Source: an optimization exercise on an open RTL-to-GDS flow (aim: small area). Production flows keep margins and buffers that such runs may drop.
Function was checked by simulation only, so behaviour that the tests miss may differ from the original.

==> flow/design.v (outline; a module is shown in full before it is edited, if it fits) <==
// module dds_mul2: 837 lines
// module dds_angle_0: 13 lines
// module dds_angle_1: 18 lines
// module dds_angle_2: 18 lines
// module dds_angle_3: 18 lines
// module dds_angle_4: 18 lines
// module dds_angle_5: 15 lines
// module dds_xy_table: 74 lines
// module dds_addsub: 17 lines
// module dds_sine: 91 lines
// module dds_tone: 37 lines
// module dds_rca: 18 lines
// module tx_dds: 70 lines
module tx_dds (
  input           clk,
  input           dac_dds_format,
  input           dac_data_sync,
  input           dac_valid,
  input   [15:0]  tone_1_scale,
  input   [15:0]  tone_2_scale,
  input   [15:0]  tone_1_init_offset,
  input   [15:0]  tone_2_init_offset,
  input   [15:0]  tone_1_freq_word,
  input   [15:0]  tone_2_freq_word,
  output  [11:0]  dac_dds_data
);
  // ...
==> flow/run.sh <==
#!/bin/bash
# synth_recipe.tcl (not shown) runs the flow's synth.tcl, then flattens the netlist and writes it again
# the make line also repeats each setting of config.mk as NAME=value (left out here)
make -C /OpenROAD-flow-scripts/flow DESIGN_CONFIG=/design/flow/config.mk WORK_HOME=/design/flow/orfs CLKGATE_MAP_FILE= SYNTH_SCRIPT=/design/flow/synth_recipe.tcl finish
==> flow/config.mk <==
export PLATFORM = sky130hd
export DESIGN_NAME = tx_dds
export DESIGN_NICKNAME = tx_dds
export VERILOG_FILES = /design/flow/design.v
export SDC_FILE = /design/flow/constraint.sdc
export NUM_CORES = 4
export LEC_CHECK = 0
export ABC_AREA = 1
export CAP_MARGIN = 20
export CORE_MARGIN = 2
export CORE_UTILIZATION = 40
export CTS_BUF_LIST = sky130_fd_sc_hd__clkbuf_4
export SLEW_MARGIN = 20
==> flow/constraint.sdc <==
create_clock -name core_clock -period 7.0 [get_ports {clk}]
set_input_delay 1.4000 -clock core_clock [delete_from_list [all_inputs] [get_ports {clk}]]
set_output_delay 1.4000 -clock core_clock [all_outputs]
set_load 0.01 [all_outputs]
==> flow_metrics.py, run 1 <==
metrics = {
    "route": {
        "met2_length_um": 43500,
        "routed-wl-met3_um": 4640,
        "initialDrtViolationCount": 1421,
        "antenna_left": 0,
    },
    "worst_setup_path": {
        "crit_path_top_delay_cell": "fa_1",
        "cp_num_cells": 28,
        "reg2reg_depth": 28,
    },
    "status": {
        "run_status": "timing/DRC/antenna clean",
    },
    "clocking": {
        "cts_tree": "built",
        "clkTransAtPathRegs_ns": 0.07,
    },
    "global_routing": {
        "grt_usage_pct": 15.5,
        "grt_pass1_vias": 30100,
        "met1_usage_pct": 18.0,
        "grt_max_degree": 48,
    },
    "timing": {
        "relSlewSlack_pct": 30.7,
        "setup_viol": 0,
        "min_period_ns": 6.55,
    },
    "synthesis": {
        "synthMuxAreaShare_pct": 0.0250,
        "synth_ff_type": "dfxtp_1",
        "syn_nets": 5182,
        "syn_inst": 4370,
        "synth.avg_cell_area_sq_um": 10.3,
        "synth_xor_area_share_pct": 9.14,
        "ys_top_cells_by_count": "dfxtp_1, inv_1, fa_1, nand2_1, xor2_1",
        "synth_compound_area_share_pct": 8.46,
        "yosysSeqAreaShare_pct": 38.6,
    },
    "final_layout": {
        "layout_common_cells": "dfxtp_1, inv_1, fa_1",
    },
    "floorplan": {
        "dieArea_sq_mm": 0.116,
        "die_h_um": 340,
    },
    "min_path": {
        "hp-class": "flop to flop",
    },
}
==> inputs of run 2 (changes only) <==
--- a/flow/config.mk
+++ b/flow/config.mk
@@ -11,3 +11,2 @@
 export CORE_UTILIZATION = 40
-export CTS_BUF_LIST = sky130_fd_sc_hd__clkbuf_4
 export SLEW_MARGIN = 20
==> run 2 against run 1 <==
Against the previous run:
- still clean on timing, DRC and antenna
- highest routed layer unchanged
- wire length is 1.4% lower
- clock skew is 0.038 ns lower
==> flow_metrics.py, run 2 <==
metrics = {
    "status": {
        "run_status": "timing/DRC/antenna clean",
    },
    "global_routing": {
        "grt_usage_pct": 15.2,
        "grt_pass1_vias": 29200,
        "grt_pass1_wl_um": 144000,
        "overflow": 0,
        "grt_max_degree": 48,
        "antenna_found_initial": 0,
    },
    "worst_setup_path": {
        "reg2reg_slack_ns": 0.45,
        "worstReg2RegStart": "i_tone_0.a0[10]$_DFF_P_",
        "critical_path_class": "flop to flop",
        "crit_top_cell": "fa_1",
        "crit_path_top_delay_cell": "fa_1",
        "r2r-end": "i_tone_0.a1[8]$_DFF_P_",
        "worstPathRequired_ns": 7.54,
        "cp-start-kind": "flop",
        "cp-endpoint": "i_tone_0.a1[8]$_DFF_P_",
        "critPathMaxStageDelay_ns": 0.46,
        "reg2reg_depth": 28,
        "cp_max_fo": 5,
        "critPathLaunch": "i_tone_0.a0[10]$_DFF_P_",
        "critPathCaptureType": "flop",
        "critPathArrivalTime_ns": 7.10,
    },
    "final_layout": {
        "nFillCells": 10500,
        "final_nets": 5268,
        "multi_input_area_sq_mm": 0.0241,
        "syn2layout_area_growth_pct": 13.0,
        "antenna_cells": 0,
        "drive_above_1_share_pct": 5.67,
        "utilization_pct": 45.4,
        "regMostFlops": "dly",
        "final_cell_area_sq_mm": 0.0510,
        "layout_common_cells": "dfxtp_1, inv_1, fa_1",
        "largest_register_ffs": 60,
        "final_common_cell": "dfxtp_1",
        "seqCellArea_sq_mm": 0.0174,
    },
    "place": {
        "port_buffers": 111,
        "gp_congestion": 0.883,
        "place_area_sq_mm": 0.0478,
        "dp_hpwl_um": 65600,
    },
    "floorplan": {
        "io_pins": 112,
        "die_w_um": 340,
        "placementRows": 123,
        "die_h_um": 340,
        "core_region_area_sq_mm": 0.112,
        "start_util_pct": 40.2,
        "dieArea_sq_mm": 0.116,
    },
    "synthesis": {
        "ys_top_cells_by_count": "dfxtp_1, inv_1, fa_1, nand2_1, xor2_1",
        "synth_top_area_share_pct": 38.6,
        "synth_ff_type": "dfxtp_1",
        "synth.avg_cell_area_sq_um": 10.3,
        "syn_inst": 4370,
        "yosysSeqAreaShare_pct": 38.6,
        "synth_seq_cells": 870,
        "synth_cell_types": 51,
        "synth_area_sq_mm": 0.0451,
        "async_reset_ff_share_pct": 0,
        "synth_warnings": 4,
        "synth.area.top_cells": "dfxtp_1, fa_1, xor2_1",
        "syn_nets": 5182,
        "synth_most_common_cell": "dfxtp_1",
        "synth_top_area_cell": "dfxtp_1",
        "synth_edf_count": 0,
    },
    "clocking": {
        "cts_tree": "built",
        "clockBufferDepth": 3,
        "cts_resized": 0,
        "post-cts-setup-buffer-count": 0,
        "hold_buffers": 0,
        "clkTransAtPathRegs_ns": 0.06,
        "clock_latency_ns": 0.66,
        "clock_sinks": 870,
        "cts.htree.levels": 3,
        "root_buffer": "clkbuf_16",
        "numCtsBuffers": 89,
    },
    "timing": {
        "rsz0062_at_grt": "false",
        "setup_viol": 0,
        "relSlewSlack_pct": 31.0,
        "fin_crit_sh_pct": 93.6,
        "min_period_ns": 6.55,
        "max_freq_mhz": 153,
        "fin_setup_tns_ns": 0,
        "worstMarginPinSlew_ns": 1.03,
        "hold_viol": 0,
        "slew_viol_final": 0,
        "finClkSkew_ns": 0.0443,
    },
    "route": {
        "drc": 0,
        "wl_per_cell_um": 14.2,
        "vias": 27900,
        "dr.pass1.iters": 5,
        "routed_wl_um": 85900,
        "initialDrtViolationCount": 1485,
        "antenna_left": 0,
        "vias_per_cell": 4.62,
    },
    "min_path": {
        "hp-class": "flop to flop",
    },
    "run": {
        "maxCapViolCount": 0,
    },
}
## run 2: worst min path at each step
stage / cells after the start / endpoint / slack (ns) / start
2_1_floorplan: 0 / dly[12]$_DFF_P_ / 0.31 / dly[0]$_DFF_P_
3_3_place_gp: 0 / i_tone_1.a3[12]$_DFF_P_ / 0.31 / i_tone_1.a2[12]$_DFF_P_
3_5_place_dp: 0 / fmt[1]$_DFF_P_ / 0.31 / dly[49]$_DFF_P_
4_1_cts: 0 / dly[14]$_DFF_P_ / 0.32 / dly[2]$_DFF_P_
5_1_grt: 0 / i_tone_0.i_sine.m2_d[0]$_DFF_P_ / 0.32 / i_tone_0.i_sine.m1_d[0]$_DFF_P_
6_report: 0 / i_tone_0.a4[8]$_DFF_P_ / 0.32 / i_tone_0.a3[8]$_DFF_P_
## run 2: kinds of logic (layout without fill, tap and decap cells)
group	after synthesis	after routing	share of synthesized area [%]
xor gates and xnor gates	471	471	9.14
muxes	1	1	0.0250
adders and majority gates	712	712	29.1
AOI/OAI and AO/OA	634	634	8.46
and+or+nand+nor	735	735	6.55
buffers and inverters	947	1108	8.09
DFF	870	870	38.6
## run 2: critical path: cells and delay by family (launching register included)
family                   cells  cell delay (ns)
flip-flops                   1             0.44
adder cells (fa/ha/maj)     15             4.78
XOR/XNOR                     3             0.50
buffers and inverters       10             0.71
## run 2: metrics by stage
stage                     hold slack [ns]  worst slack, ns  std cells
after floorplan                     0.310           0.0855       4370
after global placement              0.310            0.457       5865
after detailed placement            0.312            0.442       5865
after CTS                           0.321            0.420       6031
after global routing                0.322           0.0397       6031
final                               0.320            0.446       6031
## run 2: layout make-up
cell class	count	share of cell area, %
timing repair buffer	162	2.93
sequential	870	34.2
clock inverter	50	1.25
clock buffer	116	4.98
inverter	780	5.74
multi-input combinational	2553	47.3
tap	1500	3.68
## run 2: metal layers
layer | global-route usage [%] | share of wire, % | vias up | wire [um]
li1 | - | - | 13700 | -
met1 | 18.4 | 42 | 13300 | 36200
met2 | 27.0 | 50 | 681 | 42900
met3 | 2.25 | 4.5 | 162 | 3850
met4 | 6.01 | 3.4 | 0 | 2930
met5 | 0 | 0 | - | 0
==> inputs of run 3 (changes only) <==
--- a/flow/config.mk
+++ b/flow/config.mk
@@ -11,2 +11,4 @@
 export CORE_UTILIZATION = 40
+export CTS_BUF_LIST = sky130_fd_sc_hd__clkbuf_8
+export CTS_CLUSTER_SIZE = 30
 export SLEW_MARGIN = 20
==> run 3 against run 2 <==
Against the previous run:
- largest cell class unchanged
- via count up 1.3%
- final cell count up 1.4%
- worst setup slack better by 0.0056 ns
- synthesized cell count unchanged
- design area down 0.27%
- first-iteration DRC count up 1.1%
- critical path depth unchanged
- area after synthesis unchanged
==> flow_metrics.py, run 3 <==
metrics = {
    "synthesis": {
        "synth.avg_cell_area_sq_um": 10.3,
        "synth.area.top_cells": "dfxtp_1, fa_1, xor2_1",
        "syn_nets": 5182,
        "yosysSeqAreaShare_pct": 38.6,
        "async_reset_ff_share_pct": 0,
        "syn_inst": 4370,
        "synth_most_common_cell": "dfxtp_1",
        "synth_ff_type": "dfxtp_1",
        "ys_top_cells_by_count": "dfxtp_1, inv_1, fa_1, nand2_1, xor2_1",
        "synth_area_sq_mm": 0.0451,
        "synth_top_area_share_pct": 38.6,
        "synth_warnings": 4,
        "synth_seq_cells": 870,
        "synth_cell_types": 51,
        "synth_edf_count": 0,
        "synth_top_area_cell": "dfxtp_1",
    },
    "clocking": {
        "root_buffer": "clkbuf_8",
        "numCtsBuffers": 143,
        "clock_sinks": 870,
        "clockBufferDepth": 3,
        "clkTransAtPathRegs_ns": 0.06,
        "cts_tree": "built",
        "clock_latency_ns": 0.81,
        "post-cts-setup-buffer-count": 0,
        "cts_resized": 0,
        "hold_buffers": 0,
        "cts.htree.levels": 4,
    },
    "route": {
        "dr.pass1.iters": 5,
        "drc": 0,
        "vias_per_cell": 4.62,
        "vias": 28200,
        "wl_per_cell_um": 14.1,
        "antenna_left": 0,
        "initialDrtViolationCount": 1501,
        "routed_wl_um": 86500,
    },
    "global_routing": {
        "grt_pass1_wl_um": 145000,
        "overflow": 0,
        "grt_max_degree": 48,
        "grt_usage_pct": 15.4,
        "grt_pass1_vias": 29600,
        "antenna_found_initial": 1,
    },
    "floorplan": {
        "io_pins": 112,
        "die_h_um": 340,
        "start_util_pct": 40.2,
        "core_region_area_sq_mm": 0.112,
        "dieArea_sq_mm": 0.116,
        "die_w_um": 340,
        "placementRows": 123,
    },
    "timing": {
        "min_period_ns": 6.55,
        "setup_viol": 0,
        "rsz0062_at_grt": "false",
        "hold_viol": 0,
        "fin_crit_sh_pct": 93.6,
        "max_freq_mhz": 153,
        "finClkSkew_ns": 0.0344,
        "setup_slack_ns": 0.451,
        "worstMarginPinSlew_ns": 1.00,
        "fin_setup_tns_ns": 0,
        "relSlewSlack_pct": 32.6,
        "slew_viol_final": 0,
    },
    "final_layout": {
        "layout_common_cells": "dfxtp_1, inv_1, fa_1",
        "drive_above_1_share_pct": 6.67,
        "final_nets": 5322,
        "largest_register_ffs": 60,
        "syn2layout_area_growth_pct": 12.7,
        "regMostFlops": "dly",
        "stdcell_count": 6116,
        "final_common_cell": "dfxtp_1",
    },
    "worst_setup_path": {
        "critical_path_class": "flop to flop",
        "worstPathRequired_ns": 7.71,
        "cp-start-kind": "flop",
        "crit_path_top_delay_cell": "fa_1",
        "crit_top_cell": "fa_1",
        "critPathCaptureType": "flop",
        "critPathArrivalTime_ns": 7.26,
        "critPathMaxStageDelay_ns": 0.46,
        "cp_max_fo": 5,
    },
    "min_path": {
        "hp-class": "flop to flop",
    },
    "run": {
        "maxCapViolCount": 0,
    },
    "place": {
        "port_buffers": 111,
        "placed_cells": 5865,
        "gp_congestion": 0.883,
        "pre_cts_ws_ns": 0.442,
        "dp_hpwl_um": 65600,
    },
    "status": {
        "run_status": "timing/DRC/antenna clean",
    },
}
run 3: cell counts after synthesis:
Identical to the previous run, type by type.
run 3: layout make-up:
type	count	area (sq um)
Antenna cell	1	2.50
Clock buffer	177	2440
Clock inverter	73	602
Fill cell	10600	61300
Inverter	780	2930
Multi-Input combinational cell	2553	24100
Sequential cell	870	17400
Tap cell	1500	1880
Timing Repair Buffer	162	1490
run 3: per-layer routing:
layer	vias up	part of all wire [%]	global-route usage, %
li1	13800	-	-
met4	0	3.6	7.00
met2	733	49	26.8
met3	203	5.4	3.07
met1	13500	42	18.3
met5	-	0	0
run 3: worst paths after layout:
path | endpoint | slack (ns) | cells past startpoint | start
hold / removal | i_tone_0.dl[11]$_DFF_P_ | 0.30 | 0 | i_tone_0.a4[12]$_DFF_P_
setup / recovery | i_tone_0.a1[8]$_DFF_P_ | 0.45 | 28 | i_tone_0.a0[10]$_DFF_P_
setup reg to reg | i_tone_0.a1[8]$_DFF_P_ | 0.45 | 28 | i_tone_0.a0[10]$_DFF_P_
hold reg to reg | i_tone_0.dl[11]$_DFF_P_ | 0.30 | 0 | i_tone_0.a4[12]$_DFF_P_
run 3: per-stage QoR:
step,utilization [%],instance area [sq um],hold slack (ns)
finish,45.3,50800,0.296
global route,45.3,50800,0.289
CTS,45.3,50800,0.286
detailed placement,42.6,47800,0.312
global placement,42.6,47800,0.310
floorplan,-,45100,0.310
run 3: cells by family (layout without fill, tap and decap cells):
family	after synthesis	after routing	share of synthesized area (%)
other cells	0	1	0
mux	1	1	0.0250
compound gates	634	634	8.46
flops	870	870	38.6
fa+ha+maj	712	712	29.1
xor+xnor	471	471	9.14
simple gates	735	735	6.55
buf+inv	947	1192	8.09
run 3: critical path, delay by kind of cell (launching register included):
| family | cells | cell delay, ns |
|---|---|---|
| flip-flops | 1 | 0.44 |
| adder cells (fa/ha/maj) | 15 | 4.78 |
| buffers and inverters | 10 | 0.71 |
| XOR/XNOR | 3 | 0.49 |
==> module dds_tone, before the edit <==
module dds_tone (
  input         clk,
  input         zero,
  input  [12:0] phase,
  input  [15:0] scale,
  output [13:0] sine,
  output reg [15:0] scale_d
);
  reg [12:0] phase_m;
  always @(posedge clk) phase_m <= zero ? 13'd0 : phase;
  wire [13:0] a0_s;
  dds_angle_0 i_angle_0 (.si (phase_m), .so (a0_s));
  reg [13:0] a0;
  always @(posedge clk) a0 <= a0_s;
  wire [13:0] a1_s;
  dds_angle_1 i_angle_1 (.si (a0), .so (a1_s));
  reg [13:0] a1;
  always @(posedge clk) a1 <= a1_s;
  wire [13:0] a2_s;
  dds_angle_2 i_angle_2 (.si (a1), .so (a2_s));
  reg [13:0] a2;
  always @(posedge clk) a2 <= a2_s;
  wire [13:0] a3_s;
  dds_angle_3 i_angle_3 (.si (a2), .so (a3_s));
  reg [13:0] a3;
  always @(posedge clk) a3 <= a3_s;
  wire [13:0] a4_s;
  dds_angle_4 i_angle_4 (.si (a3), .so (a4_s));
  reg [13:0] a4;
  always @(posedge clk) a4 <= a4_s;
  wire [12:0] a5_s;
  dds_angle_5 i_angle_5 (.si (a4), .so (a5_s));
  reg [13*2-1:0] dl;
  always @(posedge clk) dl <= {dl[13*1-1:0], a5_s};
  dds_sine i_sine (.clk (clk), .dv (dl[13*2-1:13*1]), .sine (sine));
  always @(posedge clk) scale_d <= scale;
endmodule
==> module tx_dds, before the edit <==
module tx_dds (
  input           clk,
  input           dac_dds_format,
  input           dac_data_sync,
  input           dac_valid,
  input   [15:0]  tone_1_scale,
  input   [15:0]  tone_2_scale,
  input   [15:0]  tone_1_init_offset,
  input   [15:0]  tone_2_init_offset,
  input   [15:0]  tone_1_freq_word,
  input   [15:0]  tone_2_freq_word,
  output  [11:0]  dac_dds_data
);
  reg         sync_m;
  reg         sync_pulse;
  reg  [15:0] incr_0;
  reg  [15:0] incr_1;
  reg  [15:0] phase_0;
  reg  [15:0] phase_1;
  always @(posedge clk) begin
    sync_m <= dac_data_sync;
    sync_pulse <= sync_m & ~dac_data_sync;
    incr_0 <= tone_1_freq_word;
    incr_1 <= tone_2_freq_word;
    if (dac_data_sync) begin
      phase_0 <= 16'd0;
      phase_1 <= 16'd0;
    end else if (sync_pulse) begin
      phase_0 <= tone_1_init_offset;
      phase_1 <= tone_2_init_offset;
    end else if (dac_valid) begin
      phase_0 <= phase_0 + incr_0;
      phase_1 <= phase_1 + incr_1;
    end
  end
  wire zero = dac_data_sync | sync_pulse;
  wire [13:0] sine_0;
  wire [13:0] sine_1;
  wire [15:0] scale_0;
  wire [15:0] scale_1;
  dds_tone i_tone_0 (.clk (clk), .zero (zero), .phase (phase_0[15:3]),
                     .scale (tone_1_scale), .sine (sine_0), .scale_d (scale_0));
  dds_tone i_tone_1 (.clk (clk), .zero (zero), .phase (phase_1[15:3]),
                     .scale (tone_2_scale), .sine (sine_1), .scale_d (scale_1));
  wire [13:0] qa_s;
  wire [13:0] qb_s;
  dds_mul2 i_mul (.a0 (sine_0), .b0 (scale_0), .a1 (sine_1), .b1 (scale_1),
                  .qa (qa_s), .qb (qb_s));
  reg  [13:0] qa;
  reg  [13:0] qb;
  reg  [13:0] sum;
  always @(posedge clk) begin
    qa <= qa_s;
    qb <= qb_s;
  end
  wire [13:0] sum_s;
  dds_rca #(.W(14)) i_sum (.a (qa), .b (qb), .ci (1'b0), .s (sum_s));
  always @(posedge clk) sum <= sum_s;
  wire [11:0] rnd;
  dds_rca #(.W(12)) i_rnd (.a (sum[13:2]), .b (12'd0), .ci (sum[13] & (sum[1] | sum[0])), .s (rnd));
  reg  [12*5-1:0] dly;
  reg  [11:0] fmt;
  reg  [11:0] out;
  always @(posedge clk) begin
    dly <= {dly[12*4-1:0], rnd};
    fmt <= {dly[12*5-1] ^ dac_dds_format, dly[12*5-2:12*4]};
    out <= fmt;
  end
  assign dac_dds_data = out;
endmodule
==> inputs of run 4 (changes only) <==
--- a/flow/design.v
+++ b/flow/design.v
@@ -1129,3 +1129,3 @@
   output [13:0] sine,
-  output reg [15:0] scale_d
+  output [15:0] scale_d
 );
@@ -1155,6 +1155,6 @@
   dds_angle_5 i_angle_5 (.si (a4), .so (a5_s));
-  reg [13*2-1:0] dl;
-  always @(posedge clk) dl <= {dl[13*1-1:0], a5_s};
-  dds_sine i_sine (.clk (clk), .dv (dl[13*2-1:13*1]), .sine (sine));
-  always @(posedge clk) scale_d <= scale;
+  reg [13*1-1:0] dl;
+  always @(posedge clk) dl <= a5_s;
+  dds_sine i_sine (.clk (clk), .dv (dl[13*1-1:13*0]), .sine (sine));
+  assign scale_d = scale;   
 endmodule
@@ -1241,3 +1241,3 @@
   dds_rca #(.W(12)) i_rnd (.a (sum[13:2]), .b (12'd0), .ci (sum[13] & (sum[1] | sum[0])), .s (rnd));
-  reg  [12*5-1:0] dly;
+  reg  [12*6-1:0] dly;
   reg  [11:0] fmt;
@@ -1245,4 +1245,4 @@
   always @(posedge clk) begin
-    dly <= {dly[12*4-1:0], rnd};
-    fmt <= {dly[12*5-1] ^ dac_dds_format, dly[12*5-2:12*4]};
+    dly <= {dly[12*5-1:0], rnd};
+    fmt <= {dly[12*6-1] ^ dac_dds_format, dly[12*6-2:12*5]};
     out <= fmt;
--- a/flow/config.mk
+++ b/flow/config.mk
@@ -11,4 +11,5 @@
 export CORE_UTILIZATION = 40
-export CTS_BUF_LIST = sky130_fd_sc_hd__clkbuf_8
-export CTS_CLUSTER_SIZE = 30
+export CTS_BUF_LIST = sky130_fd_sc_hd__clkbuf_16
+export CTS_CLUSTER_DIAMETER = 60
+export CTS_CLUSTER_SIZE = 36
 export SLEW_MARGIN = 20
==> run 4 against run 3 <==
Against the previous run:
- still clean
- worst hold slack improved by 0.016 ns
- design area is 2.4% lower
- wire length down 0.94%
- critical path depth shrank 2
- via count down 1.8%
- sequential share of layout area down 1.0 points
- utilization up 0.13 points
==> flow_metrics.py, run 4 <==
metrics = {
    "status": {
        "run_status": "timing/DRC/antenna clean",
    },
    "global_routing": {
        "antenna_found_initial": 1,
        "overflow": 0,
        "grt_pass1_vias": 28800,
        "grt_usage_pct": 15.7,
        "grt_max_degree": 52,
        "grt_pass1_wl_um": 144000,
    },
    "final_layout": {
        "layout_common_cells": "dfxtp_1, inv_1, fa_1",
        "drive_above_1_share_pct": 5.60,
        "largest_register_ffs": 72,
        "multi_input_area_sq_mm": 0.0241,
        "utilization_pct": 45.5,
        "antenna_cells": 0,
        "stdcell_count": 5939,
        "syn2layout_area_growth_pct": 12.3,
        "seqCellArea_sq_mm": 0.0165,
        "final_nets": 5221,
        "regMostFlops": "dly",
        "final_common_cell": "dfxtp_1",
        "nFillCells": 10400,
    },
    "floorplan": {
        "start_util_pct": 40.5,
        "die_w_um": 336,
        "placementRows": 121,
        "die_h_um": 336,
        "core_region_area_sq_mm": 0.109,
        "dieArea_sq_mm": 0.113,
        "io_pins": 112,
    },
    "worst_setup_path": {
        "critPathMaxStageDelay_ns": 0.46,
        "critPathLaunch": "i_tone_1.a0[10]$_DFF_P_",
        "reg2reg_slack_ns": 0.49,
        "cp-endpoint": "i_tone_1.a1[8]$_DFF_P_",
        "crit_path_top_delay_cell": "fa_1",
        "critical_path_class": "flop to flop",
        "reg2reg_depth": 26,
        "crit_top_cell": "fa_1",
        "cp_max_fo": 5,
        "worstReg2RegStart": "i_tone_1.a0[10]$_DFF_P_",
        "cp_top_family": "adder cells",
        "critPathArrivalTime_ns": 7.04,
        "critPathCaptureType": "flop",
        "path_buf_inv": 8,
        "worstPathRequired_ns": 7.54,
        "cp_num_cells": 26,
        "r2r-end": "i_tone_1.a1[8]$_DFF_P_",
        "cp-start-kind": "flop",
    },
    "synthesis": {
        "synth_most_common_cell": "dfxtp_1",
        "syn_nets": 5136,
        "yosysSeqAreaShare_pct": 37.3,
        "async_reset_ff_share_pct": 0,
        "ys_top_cells_by_count": "dfxtp_1, inv_1, fa_1, nand2_1, xor2_1",
        "synth_cell_types": 46,
        "synth_ff_type": "dfxtp_1",
        "synth.area.top_cells": "dfxtp_1, fa_1, xor2_1",
        "synth_top_area_cell": "dfxtp_1",
        "synth_area_sq_mm": 0.0442,
        "synth_top_area_share_pct": 37.3,
        "synth_edf_count": 0,
        "syn_inst": 4324,
        "synth_warnings": 4,
        "synth.avg_cell_area_sq_um": 10.2,
        "synth_seq_cells": 824,
    },
    "route": {
        "vias_per_cell": 4.67,
        "antenna_left": 0,
        "drc": 0,
        "wl_per_cell_um": 14.4,
        "routed_wl_um": 85700,
        "vias": 27700,
        "dr.pass1.iters": 5,
        "initialDrtViolationCount": 1507,
    },
    "clocking": {
        "clockBufferDepth": 3,
        "root_buffer": "clkbuf_16",
        "clock_sinks": 824,
        "cts_resized": 0,
        "cts.htree.levels": 3,
        "cts_tree": "built",
        "clock_latency_ns": 0.66,
        "hold_buffers": 0,
        "numCtsBuffers": 66,
        "clkTransAtPathRegs_ns": 0.10,
        "post-cts-setup-buffer-count": 0,
    },
    "timing": {
        "worstMarginPinSlew_ns": 0.919,
        "slew_viol_final": 0,
        "max_freq_mhz": 154,
        "setup_viol": 0,
        "finClkSkew_ns": 0.0586,
        "relSlewSlack_pct": 38.3,
        "rsz0062_at_grt": "false",
        "fin_setup_tns_ns": 0,
        "hold_viol": 0,
        "min_period_ns": 6.51,
        "fin_crit_sh_pct": 93.0,
    },
    "run": {
        "maxCapViolCount": 0,
    },
    "min_path": {
        "hp-class": "flop to flop",
    },
    "place": {
        "port_buffers": 111,
        "placed_cells": 5817,
        "gp_congestion": 0.883,
        "dp_hpwl_um": 66700,
    },
}
[run 4: layout make-up]
type,count,share of cell area (%)
Tap cell,1476,3.72
Clock inverter,54,1.81
Timing Repair Buffer,187,3.39
Inverter,766,5.80
Sequential cell,824,33.2
Multi-Input combinational cell,2564,48.6
Clock buffer,68,3.43
[run 4: kinds of logic after synthesis]
kind of cell | Yosys count | synth area share (%)
simple gates | 744 | 6.77
fa+ha+maj | 712 | 29.8
buf+inv | 936 | 8.12
compound gates | 641 | 8.72
xor+xnor | 467 | 9.26
flops | 824 | 37.3
[run 4: worst min-delay path by stage]
stage	depth (start not counted)	to	from
final	0	i_tone_0.a4[13]$_DFF_P_	i_tone_0.a3[13]$_DFF_P_
after global routing	0	i_tone_0.a4[13]$_DFF_P_	i_tone_0.a3[13]$_DFF_P_
after CTS	0	i_tone_0.a4[13]$_DFF_P_	i_tone_0.a3[13]$_DFF_P_
after detailed placement	0	i_tone_0.a3[12]$_DFF_P_	i_tone_0.a2[12]$_DFF_P_
after global placement	0	fmt[10]$_DFF_P_	dly[70]$_DFF_P_
after floorplan	0	dly[12]$_DFF_P_	dly[0]$_DFF_P_
[run 4: per-stage QoR]
step           worst slack (ns)  instance area [sq um]  hold slack [ns]
2_1_floorplan            0.0855                  44200            0.310
3_3_place_gp              0.402                  47000            0.310
3_5_place_dp              0.352                  47000            0.312
4_1_cts                   0.442                  49600            0.309
5_1_grt                 0.00375                  49600            0.306
6_report                  0.493                  49600            0.312
[run 4: layer usage]
layer	vias up	routed length, um	part of all wire (%)	global-route usage, %
met1	13300	35400	41	19.1
met2	706	43500	51	28.4
met5	-	13	0.015	0
met3	155	4370	5.1	2.49
li1	13600	-	-	-
met4	2	2440	2.8	4.94
==> inputs of run 5 (changes only) <==
--- a/flow/config.mk
+++ b/flow/config.mk
@@ -11,5 +11,5 @@
 export CORE_UTILIZATION = 40
-export CTS_BUF_LIST = sky130_fd_sc_hd__clkbuf_16
-export CTS_CLUSTER_DIAMETER = 60
-export CTS_CLUSTER_SIZE = 36
+export CTS_BUF_LIST = sky130_fd_sc_hd__clkbuf_8
+export CTS_CLUSTER_DIAMETER = 50
+export CTS_CLUSTER_SIZE = 20
 export SLEW_MARGIN = 20
==> run 5 against run 4 <==
Against the previous run:
- worst setup slack better by 0.012 ns
- highest routed layer unchanged
- via count about the same
- sequential share of layout area up 0.48 points
==> flow_metrics.py, run 5 <==
metrics = {
    "floorplan": {
        "die_h_um": 336,
        "core_region_area_sq_mm": 0.109,
        "dieArea_sq_mm": 0.113,
        "placementRows": 121,
        "die_w_um": 336,
        "start_util_pct": 40.5,
        "io_pins": 112,
    },
    "run": {
        "maxCapViolCount": 0,
    },
    "clocking": {
        "root_buffer": "clkbuf_8",
        "clock_sinks": 824,
        "post-cts-setup-buffer-count": 0,
        "clock_latency_ns": 0.73,
        "cts.htree.levels": 3,
        "cts_resized": 0,
        "numCtsBuffers": 80,
        "hold_buffers": 0,
        "cts_tree": "built",
        "clkTransAtPathRegs_ns": 0.11,
        "clockBufferDepth": 3,
    },
    "status": {
        "run_status": "timing/DRC/antenna clean",
    },
    "global_routing": {
        "busiest_layer": "met2",
        "use_met3_pct": 2.34,
        "overflow": 0,
        "grtUsageMet2_pct": 28.2,
        "grt_pass1_wl_um": 144000,
        "grt_max_degree": 52,
        "grt_pass1_vias": 28800,
        "antenna_found_initial": 2,
        "met1_usage_pct": 19.1,
        "grt_usage_pct": 15.7,
    },
    "synthesis": {
        "yosysSeqAreaShare_pct": 37.3,
        "synth_most_common_cell": "dfxtp_1",
        "synth.area.top_cells": "dfxtp_1, fa_1, xor2_1",
        "async_reset_ff_share_pct": 0,
        "ys_top_cells_by_count": "dfxtp_1, inv_1, fa_1, nand2_1, xor2_1",
        "synth_seq_cells": 824,
        "syn_inst": 4324,
        "synth_area_sq_mm": 0.0442,
        "synth_ff_type": "dfxtp_1",
        "synth_cell_types": 46,
        "synth.avg_cell_area_sq_um": 10.2,
        "synth_warnings": 4,
        "syn_nets": 5136,
        "synth_top_area_share_pct": 37.3,
        "synth_edf_count": 0,
        "synth_top_area_cell": "dfxtp_1",
    },
    "worst_setup_path": {
        "critPathArrivalTime_ns": 7.13,
        "critPathCaptureType": "flop",
        "critical_path_class": "flop to flop",
        "cp-start-kind": "flop",
        "cp_max_fo": 5,
        "reg2reg_depth": 27,
        "worstPathRequired_ns": 7.63,
    },
    "place": {
        "dp_hpwl_um": 66700,
        "port_buffers": 111,
        "placed_cells": 5817,
        "pre_cts_ws_ns": 0.352,
        "gp_congestion": 0.883,
        "place_area_sq_mm": 0.0470,
    },
    "route": {
        "antenna_left": 0,
        "vias": 27800,
        "dr.pass1.iters": 6,
        "drc": 0,
        "initialDrtViolationCount": 1518,
        "vias_per_cell": 4.65,
        "routed_wl_um": 85500,
        "wl_per_cell_um": 14.3,
    },
    "timing": {
        "relSlewSlack_pct": 38.0,
        "setup_viol": 0,
        "max_freq_mhz": 154,
        "fin_setup_tns_ns": 0,
        "worstMarginPinSlew_ns": 0.923,
        "setup_slack_ns": 0.505,
        "finClkSkew_ns": 0.0541,
        "fin_crit_sh_pct": 92.8,
        "slew_viol_final": 0,
        "min_period_ns": 6.49,
        "rsz0062_at_grt": "false",
        "hold_viol": 0,
    },
    "final_layout": {
        "syn2layout_area_growth_pct": 10.7,
        "final_cell_area_sq_mm": 0.0489,
        "layout_common_cells": "dfxtp_1, inv_1, fa_1",
        "seqCellArea_sq_mm": 0.0165,
        "stdcell_count": 5966,
        "final_nets": 5235,
        "final_common_cell": "dfxtp_1",
        "utilization_pct": 44.8,
        "multi_input_area_sq_mm": 0.0241,
        "drive_above_1_share_pct": 6.10,
        "largest_register_ffs": 72,
        "regMostFlops": "dly",
        "nFillCells": 10500,
    },
    "min_path": {
        "hp-class": "flop to flop",
        "min_path_cells": 0,
    },
}
## run 5: cell counts after synthesis
Identical to the previous run, type by type.
## run 5: cell families (layout without fill, tap and decap cells)
| kind of cell | after synthesis | in the layout | synth area share, % |
|---|---|---|---|
| AO/OA/AOI/OAI | 641 | 641 | 8.72 |
| XOR/XNOR | 467 | 467 | 9.26 |
| adder cells (fa/ha/maj) | 712 | 712 | 29.8 |
| buffers and inverters | 936 | 1101 | 8.12 |
| flip-flops | 824 | 824 | 37.3 |
| other | 0 | 1 | 0 |
| AND/OR/NAND/NOR | 744 | 744 | 6.77 |
## run 5: final cells by class
class / count / share of cell area [%]
well taps: 1476 / 3.78
repair buffers: 187 / 3.44
diodes: 1 / 0.00512
inverters: 766 / 5.88
clock buffers: 85 / 2.39
flip-flops and latches: 824 / 33.7
multi-input cells: 2564 / 49.3
clock inverters: 63 / 1.46
## run 5: worst paths after layout
check / startpoint / end / slack, ns
worst max-delay path: i_tone_1.a0[10]$_DFF_P_ / i_tone_1.a1[8]$_DFF_P_ / 0.51
worst min-delay path: i_tone_0.a3[12]$_DFF_P_ / i_tone_0.a4[12]$_DFF_P_ / 0.33
worst max register to register: i_tone_1.a0[10]$_DFF_P_ / i_tone_1.a1[8]$_DFF_P_ / 0.51
worst min register to register: i_tone_0.a3[12]$_DFF_P_ / i_tone_0.a4[12]$_DFF_P_ / 0.33
## run 5: through the flow
stage / hold slack (ns)
after global placement: 0.310
after CTS: 0.322
final: 0.325
after floorplan: 0.310
after global routing: 0.322
after detailed placement: 0.312
## run 5: routing by layer
metal / wire length (um) / share of wire (%)
met5: 9 / 0.011
met4: 2450 / 2.9
met3: 4340 / 5.1
met2: 43200 / 50
met1: 35500 / 42
## run 5: worst max-delay path, cell delays in order, from the launching register on
cell	delay, ns
dfxtp_1	0.46
fa_1	0.21
inv_1	0.05
fa_1	0.45
fa_1	0.46
fa_1	0.46
fa_1	0.42
inv_1	0.08
fa_1	0.21
fa_1	0.19
inv_1	0.06
fa_1	0.47
xor2_2	0.22
inv_1	0.08
fa_1	0.16
inv_1	0.05
fa_1	0.38
fa_1	0.39
fa_1	0.36
inv_1	0.07
fa_1	0.17
inv_1	0.06
fa_1	0.35
inv_1	0.08
fa_1	0.18
xnor2_1	0.13
xor2_1	0.15
inv_1	0.05
==> inputs of run 6 (changes only) <==
--- a/flow/config.mk
+++ b/flow/config.mk
@@ -11,5 +11,3 @@
 export CORE_UTILIZATION = 40
-export CTS_BUF_LIST = sky130_fd_sc_hd__clkbuf_8
-export CTS_CLUSTER_DIAMETER = 50
-export CTS_CLUSTER_SIZE = 20
+export CTS_BUF_LIST = sky130_fd_sc_hd__clkbuf_4
 export SLEW_MARGIN = 20
==> run 6 against run 5 <==
Against the previous run:
- largest cell class unchanged
- utilization increased by 0.64 points
- wire length rose by 1.8%
==> flow_metrics.py, run 6 <==
metrics = {
    "route": {
        "vias": 28600,
        "drc": 0,
        "dr.pass1.iters": 6,
        "routed_wl_um": 87000,
        "initialDrtViolationCount": 1455,
        "vias_per_cell": 4.63,
        "wl_per_cell_um": 14.1,
        "antenna_left": 0,
    },
    "synthesis": {
        "yosysSeqAreaShare_pct": 37.3,
        "synth_top_area_cell": "dfxtp_1",
        "synth_most_common_cell": "dfxtp_1",
        "syn_nets": 5136,
        "async_reset_ff_share_pct": 0,
        "synth_seq_cells": 824,
        "syn_inst": 4324,
        "synth.area.top_cells": "dfxtp_1, fa_1, xor2_1",
        "synth_edf_count": 0,
        "synth_cell_types": 46,
        "synth_top_area_share_pct": 37.3,
        "ys_top_cells_by_count": "dfxtp_1, inv_1, fa_1, nand2_1, xor2_1",
        "synth_area_sq_mm": 0.0442,
        "synth.avg_cell_area_sq_um": 10.2,
        "synth_warnings": 4,
        "synth_ff_type": "dfxtp_1",
    },
    "floorplan": {
        "io_pins": 112,
        "dieArea_sq_mm": 0.113,
        "core_region_area_sq_mm": 0.109,
        "die_h_um": 336,
        "placementRows": 121,
        "start_util_pct": 40.5,
        "die_w_um": 336,
    },
    "status": {
        "run_status": "timing/DRC/antenna clean",
    },
    "global_routing": {
        "grt_pass1_wl_um": 147000,
        "grt_pass1_vias": 30000,
        "grt_usage_pct": 16.0,
        "grt_max_degree": 52,
        "overflow": 0,
        "antenna_found_initial": 3,
    },
    "worst_setup_path": {
        "critPathArrivalTime_ns": 7.48,
        "critPathCaptureType": "flop",
        "worstPathRequired_ns": 7.93,
        "critical_path_class": "flop to flop",
        "path_buf_inv": 8,
        "cp-start-kind": "flop",
        "crit_top_cell": "fa_1",
        "cp_max_fo": 5,
        "critPathMaxStageDelay_ns": 0.46,
        "cp_top_family": "adder cells",
        "crit_path_top_delay_cell": "fa_1",
    },
    "clocking": {
        "cts_resized": 0,
        "hold_buffers": 0,
        "clock_sinks": 824,
        "clockBufferDepth": 3,
        "cts.htree.levels": 4,
        "clkTransAtPathRegs_ns": 0.06,
        "cts_tree": "built",
        "numCtsBuffers": 204,
        "clock_latency_ns": 1.04,
        "post-cts-setup-buffer-count": 0,
        "root_buffer": "clkbuf_4",
    },
    "place": {
        "place_area_sq_mm": 0.0470,
        "port_buffers": 111,
        "gp_congestion": 0.883,
        "dp_hpwl_um": 66700,
    },
    "timing": {
        "rsz0062_at_grt": "false",
        "worstMarginPinSlew_ns": 0.921,
        "setup_viol": 0,
        "finClkSkew_ns": 0.0964,
        "max_freq_mhz": 153,
        "hold_viol": 0,
        "relSlewSlack_pct": 38.2,
        "slew_viol_final": 0,
        "fin_crit_sh_pct": 93.5,
        "fin_setup_tns_ns": 0,
        "min_period_ns": 6.54,
    },
    "min_path": {
        "hp-class": "flop to flop",
    },
    "final_layout": {
        "regMostFlops": "dly",
        "final_cell_area_sq_mm": 0.0496,
        "syn2layout_area_growth_pct": 12.3,
        "final_common_cell": "dfxtp_1",
        "largest_register_ffs": 72,
        "layout_common_cells": "dfxtp_1, inv_1, fa_1",
        "drive_above_1_share_pct": 9.56,
        "final_nets": 5359,
    },
    "run": {
        "maxCapViolCount": 0,
    },
}
==> run 6: cell counts after synthesis <==
No cell type changed its count.
==> run 6: area by class of cell <==
cell class                      count  area (sq um)
Tap cell                         1476          1850
Antenna cell                        4          10.0
Sequential cell                   824         16500
Inverter                          766          2880
Fill cell                       10500         59600
Clock inverter                     71           425
Multi-Input combinational cell   2564         24100
Clock buffer                      287          2150
Timing Repair Buffer              187          1680
==> run 6: metrics by stage <==
stage               worst slack (ns)  hold slack, ns  instances  util, %
CTS                            0.398           0.289       6175     45.4
finish                         0.457           0.292       6179     45.4
global placement               0.402           0.310       5817     43.1
detailed placement             0.352           0.312       5817     43.1
global route                  0.0440           0.293       6179     45.4
floorplan                     0.0855           0.310       4324        -
==> run 6: worst paths after layout <==
check / startpoint / endpoint / slack, ns / depth (start not counted)
setup / recovery: i_tone_0.a0[10]$_DFF_P_ / i_tone_0.a1[8]$_DFF_P_ / 0.46 / 26
hold / removal: i_tone_0.a2[13]$_DFF_P_ / i_tone_0.a3[13]$_DFF_P_ / 0.29 / 0
setup reg to reg: i_tone_0.a0[10]$_DFF_P_ / i_tone_0.a1[8]$_DFF_P_ / 0.46 / 26
hold reg to reg: i_tone_0.a2[13]$_DFF_P_ / i_tone_0.a3[13]$_DFF_P_ / 0.29 / 0
==> run 6: routing by layer <==
metal  vias up  global-route usage (%)  routed length [um]
li1      14000                       -                   -
met1     13600                    18.8               35600
met2       797                    28.6               43900
met3       173                    3.34                5170
met4         2                    6.31                2310
met5         -                       0                  13
==> run 6: logic make-up after synthesis <==
| family | after synthesis | synth area share, % |
|---|---|---|
| buf+inv | 936 | 8.12 |
| flops | 824 | 37.3 |
| xor+xnor | 467 | 9.26 |
| fa+ha+maj | 712 | 29.8 |
| compound gates | 641 | 8.72 |
| simple gates | 744 | 6.77 |
==> inputs of run 7 (changes only) <==
==> flow/flow/run.sh (new file) <==
#!/bin/bash
# Layout with the standard flow (standard.sh), unchanged synthesis, with
# two placement/CTS options set through ORFS's own variables:
#  - port buffers use the smallest buffer (buf_1) instead of clkdlybuf4s50_1;
#  - clock tree with clkbuf_8 and larger sink clusters, without dummy loads.
set -euo pipefail
cd "$(dirname "$0")/.."
bash standard.sh synth > synth.log 2>&1
export BUFFER_PORTS_ARGS="-buffer_cell sky130_fd_sc_hd__buf_1"
export CTS_ARGS="-sink_clustering_enable -repair_clock_nets -dont_use_dummy_load -buf_list sky130_fd_sc_hd__clkbuf_8 -sink_clustering_size 20 -sink_clustering_max_diameter 50"
bash standard.sh > layout.log 2>&1
==> flow/standard.sh (new file) <==
#!/bin/bash
# synth_recipe.tcl (not shown) runs the flow's synth.tcl, then flattens the netlist and writes it again
# the make line also repeats each setting of config.mk as NAME=value (left out here)
make -C /OpenROAD-flow-scripts/flow DESIGN_CONFIG=/design/flow/config.mk WORK_HOME=/design/flow/orfs CLKGATE_MAP_FILE= SYNTH_SCRIPT=/design/flow/synth_recipe.tcl "${@:-finish}"
--- a/flow/config.mk
+++ b/flow/config.mk
@@ -11,3 +11,2 @@
 export CORE_UTILIZATION = 40
-export CTS_BUF_LIST = sky130_fd_sc_hd__clkbuf_4
 export SLEW_MARGIN = 20
removed: flow/run.sh
==> run 7 against run 6 <==
Against the previous run:
- sequential share of layout area is 1.5 points higher
- largest cell class unchanged
- highest routed layer unchanged
==> flow_metrics.py, run 7 <==
metrics = {
    "synthesis": {
        "synth.area.top_cells": "dfxtp_1, fa_1, xor2_1",
        "synth_cell_types": 46,
        "synth_seq_cells": 824,
        "synth_most_common_cell": "dfxtp_1",
        "synth_edf_count": 0,
        "async_reset_ff_share_pct": 0,
        "syn_inst": 4324,
        "synthAdderAreaFrac_pct": 29.8,
        "ys_top_cells_by_count": "dfxtp_1, inv_1, fa_1, nand2_1, xor2_1",
        "synth_compound_area_share_pct": 8.72,
        "synth_top_family_by_area": "adder cells",
        "synthMuxAreaShare_pct": 0,
        "synth-simple-area-share_pct": 6.77,
        "synth_ff_type": "dfxtp_1",
        "synth_warnings": 4,
        "synth_area_sq_mm": 0.0442,
        "synth.avg_cell_area_sq_um": 10.2,
        "synth_top_area_share_pct": 37.3,
        "syn_nets": 5136,
        "yosysSeqAreaShare_pct": 37.3,
        "synth_xor_area_share_pct": 9.26,
        "synth_top_area_cell": "dfxtp_1",
    },
    "final_layout": {
        "layout_common_cells": "dfxtp_1, inv_1, fa_1",
        "final_common_cell": "dfxtp_1",
        "nFillCells": 10500,
        "largest_register_ffs": 72,
        "final_nets": 5232,
        "drive_above_1_share_pct": 4.69,
        "syn2layout_area_growth_pct": 7.31,
        "regMostFlops": "dly",
    },
    "clocking": {
        "clkTransAtPathRegs_ns": 0.10,
        "cts.htree.levels": 3,
        "clockBufferDepth": 3,
        "clock_sinks": 824,
        "cts_resized": 0,
        "post-cts-setup-buffer-count": 0,
        "cts_tree": "built",
        "hold_buffers": 0,
        "root_buffer": "clkbuf_8",
        "clock_latency_ns": 0.71,
        "numCtsBuffers": 79,
    },
    "timing": {
        "fin_setup_tns_ns": 0,
        "hold_viol": 0,
        "min_period_ns": 6.53,
        "max_freq_mhz": 153,
        "fin_crit_sh_pct": 93.3,
        "slew_viol_final": 0,
        "finClkSkew_ns": 0.112,
        "rsz0062_at_grt": "false",
        "worstMarginPinSlew_ns": 0.919,
        "relSlewSlack_pct": 38.3,
        "setup_viol": 0,
    },
    "route": {
        "drc": 0,
        "dr.pass1.iters": 6,
        "initialDrtViolationCount": 1505,
        "routed_wl_um": 83300,
        "antenna_left": 0,
        "vias_per_cell": 4.64,
        "vias": 27400,
        "wl_per_cell_um": 14.1,
    },
    "worst_setup_path": {
        "cp_max_fo": 5,
        "reg2reg_slack_ns": 0.47,
        "critPathMaxStageDelay_ns": 0.46,
        "critical_path_class": "flop to flop",
        "worstPathRequired_ns": 7.57,
        "crit_top_cell": "fa_1",
        "critPathCaptureType": "flop",
        "crit_path_top_delay_cell": "fa_1",
        "cp-start-kind": "flop",
        "critPathArrivalTime_ns": 7.10,
    },
    "floorplan": {
        "core_region_area_sq_mm": 0.109,
        "die_h_um": 336,
        "start_util_pct": 40.5,
        "placementRows": 121,
        "io_pins": 112,
        "dieArea_sq_mm": 0.113,
        "die_w_um": 336,
    },
    "min_path": {
        "hp-class": "flop to flop",
    },
    "run": {
        "maxCapViolCount": 0,
    },
    "global_routing": {
        "antenna_found_initial": 3,
        "grt_max_degree": 52,
        "grt_pass1_vias": 28200,
        "grt_usage_pct": 15.2,
        "overflow": 0,
        "grt_pass1_wl_um": 140000,
    },
    "place": {
        "gp_congestion": 0.879,
        "dp_hpwl_um": 65300,
        "port_buffers": 111,
    },
    "status": {
        "run_status": "timing/DRC/antenna clean",
    },
}
==> run 7: cell counts after synthesis <==
No cell type changed its count.
==> run 7: kinds of logic after synthesis <==
logic type | Yosys count
simple gates | 744
buf+inv | 936
fa+ha+maj | 712
xor+xnor | 467
flops | 824
compound gates | 641
==> run 7: per-layer routing <==
layer / up-vias / share of wire [%] / GRT usage, % / wire (um)
li1: 13500 / - / - / -
met3: 134 / 4.8 / 2.30 / 4030
met1: 13100 / 42 / 18.6 / 35200
met5: - / 0.016 / 0 / 13
met2: 654 / 50 / 27.3 / 41900
met4: 2 / 2.6 / 4.69 / 2150
==> run 7: cell type report <==
class                           count  area (sq um)  share of cell area (%)
Antenna cell                        3          7.51                  0.0158
Inverter                          766          2880                    6.07
Multi-Input combinational cell   2564         24100                    50.9
Tap cell                         1476          1850                    3.90
Sequential cell                   824         16500                    34.8
Timing Repair Buffer              185           972                    2.05
Clock buffer                       79          1090                    2.29
==> run 7: final timing paths <==
| path | startpoint | to | cells after the start |
|---|---|---|---|
| worst max-delay path | i_tone_0.a0[10]$_DFF_P_ | i_tone_0.a1[8]$_DFF_P_ | 28 |
| worst min-delay path | dly[6]$_DFF_P_ | dly[18]$_DFF_P_ | 0 |
| worst max register to register | i_tone_0.a0[10]$_DFF_P_ | i_tone_0.a1[8]$_DFF_P_ | 28 |
| worst min register to register | dly[6]$_DFF_P_ | dly[18]$_DFF_P_ | 0 |
==> run 7: critical path, delay by kind of cell (launching register included) <==
family	cells	cell delay [ns]
buf+inv	10	0.75
flops	1	0.43
xor+xnor	3	0.49
fa+ha+maj	15	4.78
==> run 7: metrics by stage <==
stage | hold slack [ns] | utilization (%) | setup WS (ns) | instance area [sq um] | cells
CTS | 0.283 | 43.4 | 0.393 | 47400 | 5894
detailed placement | 0.312 | 42.4 | 0.383 | 46300 | 5815
global placement | 0.310 | 42.4 | 0.445 | 46300 | 5815
floorplan | 0.310 | - | 0.0855 | 44200 | 4324
finish | 0.283 | 43.4 | 0.472 | 47400 | 5897
global route | 0.284 | 43.4 | 0.0224 | 47400 | 5897

[port drivers added, routing unchanged]
No port has a modelled driver above. Below, the same layouts with a new extraction and two added sets of constraints.
Step 1, drivers: a clkbuf_16 drives clk and a buf_2 each remaining input, both assumed.
Step 2 times the ports against the registers' clock, not the clock port: input delays grow and output delays shrink by t, the midpoint of the rising clock arrivals with the driver on.
a / b / c = no drivers / after step 1 / after step 2; a / b = the first two.
run	t, ns	setup slack, ns	clock arrival spread, ns
run 1	1.126	0.449 / 0.449 / 0.449	0.094 / 0.095
run 2	0.710	0.446 / 0.446 / 0.446	0.050 / 0.051
run 3	0.857	0.451 / 0.451 / 0.451	0.041 / 0.041
run 4	0.696	0.493 / 0.493 / 0.347	0.059 / 0.059
run 5	0.768	0.505 / 0.505 / 0.366	0.065 / 0.065
run 6	1.056	0.457 / 0.457 / 0.271	0.101 / 0.101
run 7	0.726	0.472 / 0.472 / 0.472	0.119 / 0.119
After both steps setup and hold are still met in every run listed. For run 6, which loses most, drivers alone change the setup slack by 0.000 ns; drivers and shift together by -0.186 ns.
